Background: an optimization exercise with open tools, aiming at small area. Do not read the settings as production practice.
Function was checked by simulation only, so behaviour that the tests miss may differ from the original.
The flow treats the clock pin as an ideal source, which a real chip does not have.

## egcoding
module egcoding(
	input wire clk,
	input wire rst,
	input wire rx,
	output wire tx
);
Size: about 1500 cells after synthesis, ~24000 µm² of cells after synthesis.
export LEC_CHECK = 0
export ABC_AREA = 1
export CAP_MARGIN = 20
export CORE_MARGIN = 2
export CORE_UTILIZATION = 70
export SLEW_MARGIN = 20
create_clock -name core_clock -period 12.0 [get_ports {clk}]
standard.sh (not shown) runs the stock make flow with config.mk's settings and CLKGATE_MAP_FILE= SYNTH_SCRIPT=/design/flow/synth_recipe.tcl, a recipe that flattens the netlist after the stock synthesis.
==> flow/flow/run.sh <==
#!/bin/bash
# The standard layout, with three changes:
#  - synthesis maps with an area-only ABC script (flow/synth.tcl,
#    flow/area.script) in place of ORFS's, which buffers and upsizes for
#    speed; the registers are the standard synthesis's;
#  - TritonCTS runs without dummy loads, with small clusters of clkbuf_8;
#  - flow/cts_fix.tcl then upsizes the few clock buffers whose estimated
#    slew is over CT_TARGET_PS.
# Each tool's log is under orfs/logs; make's own output is in standard.log.
set -euo pipefail
export MY_ABC_SCRIPT=$PWD/flow/area.script
export CT_TARGET_PS=114
bash standard.sh "SYNTH_SCRIPT=$PWD/flow/synth.tcl" "PRE_CTS_TCL=$PWD/flow/cts_fix.tcl" "POST_CTS_TCL=$PWD/flow/cts_post.tcl" "CTS_ARGS=-sink_clustering_enable -repair_clock_nets -dont_use_dummy_load -buf_list {sky130_fd_sc_hd__clkbuf_8 sky130_fd_sc_hd__clkbuf_16} -root_buf sky130_fd_sc_hd__clkbuf_16 -tree_buf sky130_fd_sc_hd__clkbuf_16 -sink_clustering_buffer sky130_fd_sc_hd__clkbuf_8 -sink_clustering_size 24 -sink_clustering_max_diameter 50" finish > standard.log 2>&1
Other scripts of this flow, unchanged in this note and not shown: flow/flow/area.script, flow/flow/cts_fix.tcl, flow/flow/cts_post.tcl, flow/flow/synth.tcl
Edit:
--- a/flow/flow/run.sh
+++ b/flow/flow/run.sh
@@ -12,2 +12,2 @@
 export CT_TARGET_PS=114
-bash standard.sh "SYNTH_SCRIPT=$PWD/flow/synth.tcl" "PRE_CTS_TCL=$PWD/flow/cts_fix.tcl" "POST_CTS_TCL=$PWD/flow/cts_post.tcl" "CTS_ARGS=-sink_clustering_enable -repair_clock_nets -dont_use_dummy_load -buf_list {sky130_fd_sc_hd__clkbuf_8 sky130_fd_sc_hd__clkbuf_16} -root_buf sky130_fd_sc_hd__clkbuf_16 -tree_buf sky130_fd_sc_hd__clkbuf_16 -sink_clustering_buffer sky130_fd_sc_hd__clkbuf_8 -sink_clustering_size 24 -sink_clustering_max_diameter 50" finish > standard.log 2>&1
+bash standard.sh "SYNTH_SCRIPT=$PWD/flow/synth.tcl" "PRE_CTS_TCL=$PWD/flow/cts_fix.tcl" "POST_CTS_TCL=$PWD/flow/cts_post.tcl" "CTS_ARGS=-sink_clustering_enable -repair_clock_nets -dont_use_dummy_load -buf_list sky130_fd_sc_hd__clkbuf_8 -sink_clustering_size 22 -sink_clustering_max_diameter 45" finish > standard.log 2>&1
Routed wire length decreases by 3.4%.
Final area barely changes.
Sequential share of layout area decreases by 0.19 points.

---

Setup of JK:
The RTL this note starts from:
==> flow/design.v <==
module egcoding(
	input wire clk,
	input wire rst,
	input wire rx,
	output wire tx
);
	localparam S_IDLE  = 4'd0;
	localparam S_RLEN  = 4'd1;
	localparam S_RDATA = 4'd2;
	localparam S_WRITE = 4'd3;
	localparam S_FETCH = 4'd4;
	localparam S_RUN   = 4'd5;
	localparam S_END   = 4'd6;
	localparam S_RESP  = 4'd8;
	localparam S_TX    = 4'd9;
	localparam S_CNT   = 4'd10;
	reg[3:0] state;
	reg[511:0] ra, rb;
	reg[5:0] ph;
	wire[7:0] ra_out = ra[511:504];
	wire[7:0] rb_out = rb[511:504];
	wire umode = state[3];    
	reg ubusy;
	reg[3:0] baud, bitn;
	reg[7:0] sr;              
	reg bor;                  
	wire udone = ubusy && bitn == 4'd9 && baud == {3'b111, umode};
	wire ushift = ubusy && bitn != 4'd0 && bitn != 4'd9 && baud == {umode, 3'b111};
	wire rxv = ubusy && !umode && bitn == 4'd8 && baud == 4'd8;
	wire rxend = udone && !umode;
	assign tx = !(ubusy && umode) || bitn == 4'd9 || (bitn != 4'd0 && (sr[0] ^ bor));
	reg[6:0] i;
	reg[6:0] len_in;
	reg mcomp;
	reg[7:0] cur;
	reg[3:0] p;       
	reg[3:0] bc;      
	reg zm;           
	reg dry;          
	wire[7:0] inc = rb_out + 8'd1;
	wire[7:0] ld = mcomp ? inc : rb_out;
	reg[2:0] msb;
	integer k;
	always @(*) begin
		msb = 3'd0;
		for (k = 1; k < 8; k = k + 1)
			if (ld[k]) msb = k;
	end
	wire cbit = cur[mcomp ? p[2:0] : bc[2:0]];
	wire ebit = cbit && !p[3];
	wire code_done = p == 4'd0 && (zm || cbit);
	wire used = mcomp ? p == 4'd15 : bc[2:0] == 3'd0;
	wire hit = ph == i[5:0];
	wire wslot = state == S_WRITE && hit;
	wire copy = state == S_RESP && dry;
	wire beyond = !len_in[6] && ph >= len_in[5:0];
	reg txgo;
	reg cnt;
	always @(*) begin
		txgo = 0;
		cnt = 0;
		case (state)
		S_IDLE: txgo = rxend && sr[1];
		S_RUN: begin
			if (mcomp) begin
				txgo = !dry && bc[2:0] == 3'd7;
				cnt = dry && bc == 4'd0;
			end else begin
				txgo = !dry && code_done;
				cnt = dry && code_done;
			end
		end
		S_FETCH: cnt = dry && !mcomp && i[6];
		S_END: txgo = dry || !mcomp || (bc != 4'd0 && bc[2:0] == 3'd7);
		S_CNT: txgo = udone && dry;
		default: ;
		endcase
	end
	always @(posedge clk) begin
		ph <= ph + 6'd1;
		ra <= {ra[503:0], wslot ? cur : ra_out};
		rb <= {rb[503:0], copy ? (beyond ? {8{mcomp}} : ra_out) : rb_out};
	end
	always @(posedge clk) begin
		if (ubusy || cnt) begin
			baud <= baud + 4'd1;
			if (baud == 4'd15)
				bitn <= bitn + 4'd1;
		end
		if (udone)
			ubusy <= 0;
		if (!ubusy && !rx || txgo || state == S_IDLE && rxend && sr[1:0] == 2'd1) begin
			baud <= 4'd0;
			bitn <= 4'd0;
		end
		if (!ubusy && !rx || txgo)
			ubusy <= 1;
		if (ushift) begin
			sr <= {rx && !umode, sr[7:1]};
			bor <= bor && !sr[0];
		end
		if (txgo)
			bor <= state == S_IDLE || !mcomp && !dry && (state == S_RUN || state == S_END);
		case (state)
		S_IDLE: if (rxend) begin
			case (sr[1:0])
			2'd0: state <= S_RLEN;
			2'd1: begin
				dry <= 1;
				i <= 7'd0;
				bc <= 4'd0;
				p <= 4'd0;
				zm <= 0;
				state <= S_FETCH;
			end
			default: begin
				mcomp <= !sr[0];
				dry <= 1;
				sr <= {1'b0, sr[7:1]};
				state <= S_RESP;
			end
			endcase
		end
		S_RLEN: if (rxv) begin
			len_in <= sr[6:0];
			i <= 7'h7f;
			state <= S_RDATA;
		end
		S_RDATA: begin
			if (i == len_in) begin
				if (!ubusy || !bitn[3])
					state <= S_IDLE;
			end else if (rxv) begin
				cur <= sr;
				state <= S_WRITE;
			end
		end
		S_WRITE: if (hit) begin
			i <= i + 7'd1;
			state <= S_RDATA;
		end
		S_RESP: if (udone)
			state <= S_IDLE;
		S_FETCH: begin
			if (i[6])
				state <= S_END;
			else if (hit) begin
				if (mcomp && rb_out == 8'hff)
					state <= S_END;
				else begin
					cur <= ld;
					if (mcomp)
						p <= {msb, 1'b0};
					i <= i + 7'd1;
					state <= S_RUN;
				end
			end
		end
		S_RUN: begin
			bc <= bc + 4'd1;
			p <= p - 4'd1;
			if (mcomp) begin
				if (!dry)
					sr <= {ebit, sr[7:1]};
				if (txgo)
					state <= S_TX;
				else if (p == 4'd0)
					state <= S_FETCH;
			end else begin
				if (!zm && cbit) begin
					zm <= 1;
					p <= ~p;
				end
				if (!dry && (zm || cbit))
					sr <= {sr[6:0], cbit};
				if (code_done) begin
					zm <= 0;
					p <= 4'd0;
				end
				if (txgo)
					state <= S_TX;
				else if (bc[2:0] == 3'd7)
					state <= S_FETCH;
			end
		end
		S_TX: if (udone)
			state <= used ? S_FETCH : S_RUN;
		S_END: begin
			if (dry) begin
				sr <= {bitn, baud};
				state <= S_CNT;
			end else if (!mcomp)
				state <= S_RESP;
			else if (bc == 4'd0)
				state <= S_IDLE;
			else begin
				bc <= bc + 4'd1;
				sr <= {1'b0, sr[7:1]};
				if (txgo)
					state <= S_TX;
			end
		end
		S_CNT: if (udone) begin
			if (dry)
				dry <= 0;
			else begin
				i <= 7'd0;
				bc <= 4'd0;
				p <= 4'd0;
				zm <= 0;
				state <= S_FETCH;
			end
		end
		default: state <= S_IDLE;
		endcase
		if (!rst) begin
			state <= S_IDLE;
			ubusy <= 0;
		end
	end
endmodule
export LEC_CHECK = 0
export ABC_AREA = 1
export CAP_MARGIN = 20
export CORE_MARGIN = 2
export CORE_UTILIZATION = 70
export SLEW_MARGIN = 20
create_clock -name core_clock -period 12.0 [get_ports {clk}]
==> flow/flow/run.sh <==
#!/bin/bash
# The standard layout, with two changes:
#  - synthesis maps with an area-only ABC script (flow/synth.tcl,
#    flow/area.script) in place of ORFS's, which buffers and upsizes for
#    speed; the registers are the standard synthesis's;
#  - TritonCTS runs without dummy loads, with small clusters of clkbuf_8.
# Each tool's log is under orfs/logs; make's own output is in standard.log.
set -euo pipefail
export MY_ABC_SCRIPT=$PWD/flow/area.script
bash standard.sh "SYNTH_SCRIPT=$PWD/flow/synth.tcl" "MIN_CLK_ROUTING_LAYER=met1" "CTS_ARGS=-sink_clustering_enable -repair_clock_nets -dont_use_dummy_load -buf_list sky130_fd_sc_hd__clkbuf_8 -sink_clustering_size 20 -sink_clustering_max_diameter 40" finish > standard.log 2>&1
==> flow/flow/area.script <==
strash
&get -n
&fraig -x
&put
scorr
dc2
&get -n
&deepsyn -T 60
&put
dch -f
map -a
strash
dch -f
amap
topo
==> flow/flow/synth.tcl <==
proc synth {args} { yosys synth -nofsm -noshare {*}$args }
# The standard synthesis (synth_recipe.tcl), but with ABC mapping by an
# area-only script (flow/area.script) in place of ORFS's, which also
# buffers and upsizes for speed.
proc abc {args} {
  set i [lsearch $args -script]
  if {$i >= 0} { set args [lreplace $args $i [expr {$i + 1}] -script $::env(MY_ABC_SCRIPT)] }
  set j [lsearch $args -D]
  if {$j >= 0} { set args [lreplace $args $j [expr {$j + 1}]] }
  yosys abc {*}$args
}
source $::env(SCRIPTS_DIR)/synth.tcl
# left out here: clear keep_hierarchy, flatten, clean up, hide names made inside functions, write 1_2_yosys.v
JK: full flow OK, the timing, design-rule and antenna checks passed
[inputs] MS vs JK
Settings: CORE_UTILIZATION: 70 -> 75.
diff --git a/flow/flow/run.sh b/flow/flow/run.sh
--- a/flow/flow/run.sh
+++ b/flow/flow/run.sh
@@ -10 +10 @@
-bash standard.sh "SYNTH_SCRIPT=$PWD/flow/synth.tcl" "MIN_CLK_ROUTING_LAYER=met1" "CTS_ARGS=-sink_clustering_enable -repair_clock_nets -dont_use_dummy_load -buf_list sky130_fd_sc_hd__clkbuf_8 -sink_clustering_size 20 -sink_clustering_max_diameter 40" finish > standard.log 2>&1
+bash standard.sh "SYNTH_SCRIPT=$PWD/flow/synth.tcl" "CTS_ARGS=-sink_clustering_enable -repair_clock_nets -dont_use_dummy_load -buf_list sky130_fd_sc_hd__clkbuf_8 -sink_clustering_size 20 -sink_clustering_max_diameter 40" finish > standard.log 2>&1
==> comparison <==
- Sequential fraction of total cell area, MS and JK, higher one = MS.
- Multi-input gate share of total cell area essentially unchanged between JK and MS.
- Placed cell count down about 3% in MS wrt JK
Here is what was changed in the inputs of AL compared with MS.
Settings: changing CORE_UTILIZATION from 75 to 70.
==> flow/flow/run.sh <==
#!/bin/bash
# The standard layout, with two changes:
#  - synthesis maps with an area-only ABC script (flow/synth.tcl,
#    flow/area.script) in place of ORFS's, which buffers and upsizes for
#    speed; the registers are the standard synthesis's;
#  - TritonCTS runs without dummy loads, with small clusters of clkbuf_8;
#  - clock nets may be routed from met1 up (the platform's default starts at
#    met3, whose wires have more capacitance).
# Each tool's log is under orfs/logs; make's own output is in standard.log.
set -euo pipefail
export MY_ABC_SCRIPT=$PWD/flow/area.script
bash standard.sh "SYNTH_SCRIPT=$PWD/flow/synth.tcl" "MIN_CLK_ROUTING_LAYER=met1" "CTS_ARGS=-sink_clustering_enable -repair_clock_nets -dont_use_dummy_load -buf_list sky130_fd_sc_hd__clkbuf_8 -sink_clustering_size 22 -sink_clustering_max_diameter 45" finish > standard.log 2>&1
AL was carried through to the last stage, and its layout satisfied the timing, design-rule and antenna checks.
~same maximum frequency in AL and MS
Summary of AL over MS: met1 layer wirelength in the final routing picked up an extra 120 um, weighted congestion reported at the end of routability-driven placement -1.7%.
Looking at non-clock buffer count, AL sits 1 higher than MS does.
Depth of the worst register-to-register path in AL is 1 lower than in MS
Of the two values seen for end of the critical path, baud[1] was produced by MS and sr[0] by AL.
## Diff of input files: TR against AL
diff --git a/flow/flow/run.sh b/flow/flow/run.sh
--- a/flow/flow/run.sh
+++ b/flow/flow/run.sh
@@ -12 +12 @@
-bash standard.sh "SYNTH_SCRIPT=$PWD/flow/synth.tcl" "MIN_CLK_ROUTING_LAYER=met1" "CTS_ARGS=-sink_clustering_enable -repair_clock_nets -dont_use_dummy_load -buf_list sky130_fd_sc_hd__clkbuf_8 -sink_clustering_size 22 -sink_clustering_max_diameter 45" finish > standard.log 2>&1
+bash standard.sh "SYNTH_SCRIPT=$PWD/flow/synth.tcl" "MIN_CLK_ROUTING_LAYER=met1" "CTS_ARGS=-sink_clustering_enable -repair_clock_nets -dont_use_dummy_load -buf_list sky130_fd_sc_hd__clkbuf_4 -sink_clustering_size 12 -sink_clustering_max_diameter 30" finish > standard.log 2>&1
==> comparison <==
Note that the clock-buffer cell count recorded for TR amounts to 2.0 times the value seen in AL.
Between AL and TR, the total routing usage reported by global routing figures differ only marginally.
TR vs AL on clock insertion delay at the later pin of the skew report: TR is the higher one.
Design area in TR is about 0.36% above AL.
For AL, the critical path class was flop to flop, unlike TR, where it was flop to primary output.

## re-timing with driven ports
In the flow no input, the clock included, has a driving cell. The finished layouts below were timed again as built, in two steps. Step 1, drivers: a clkbuf_16 drives clk and a buf_2 each remaining input, both assumed. Step 2 moves the port delays by t, midway between the first and last clock arrival at a register: inputs arrive t later, outputs are due t later. That takes back most of the time a late clock gives input paths. a / b / c = ideal / step 1 / step 2; a / b = the first two.
run | shift t [ns] | setup slack, ns | clock arrival spread, ns | slew at the worst register clock pin (ns)
the first run of note 1 | 0.631 | 7.094 / 7.094 / 7.094 | 0.123 / 0.123 | 0.11 / 0.11
the second run of note 1 | 0.651 | 7.276 / 7.276 / 7.276 | 0.092 / 0.093 | 0.11 / 0.11
JK | 0.655 | 7.297 / 7.294 / 7.297 | 0.101 / 0.101 | 0.11 / 0.11
MS | 0.631 | 7.060 / 7.060 / 7.060 | 0.092 / 0.091 | 0.12 / 0.12
AL | 0.681 | 7.066 / 7.066 / 7.066 | 0.072 / 0.073 | 0.12 / 0.12
TR | 0.812 | 6.984 / 6.940 / 7.060 | 0.094 / 0.094 | 0.12 / 0.12
After both steps every run listed still meets setup and hold.
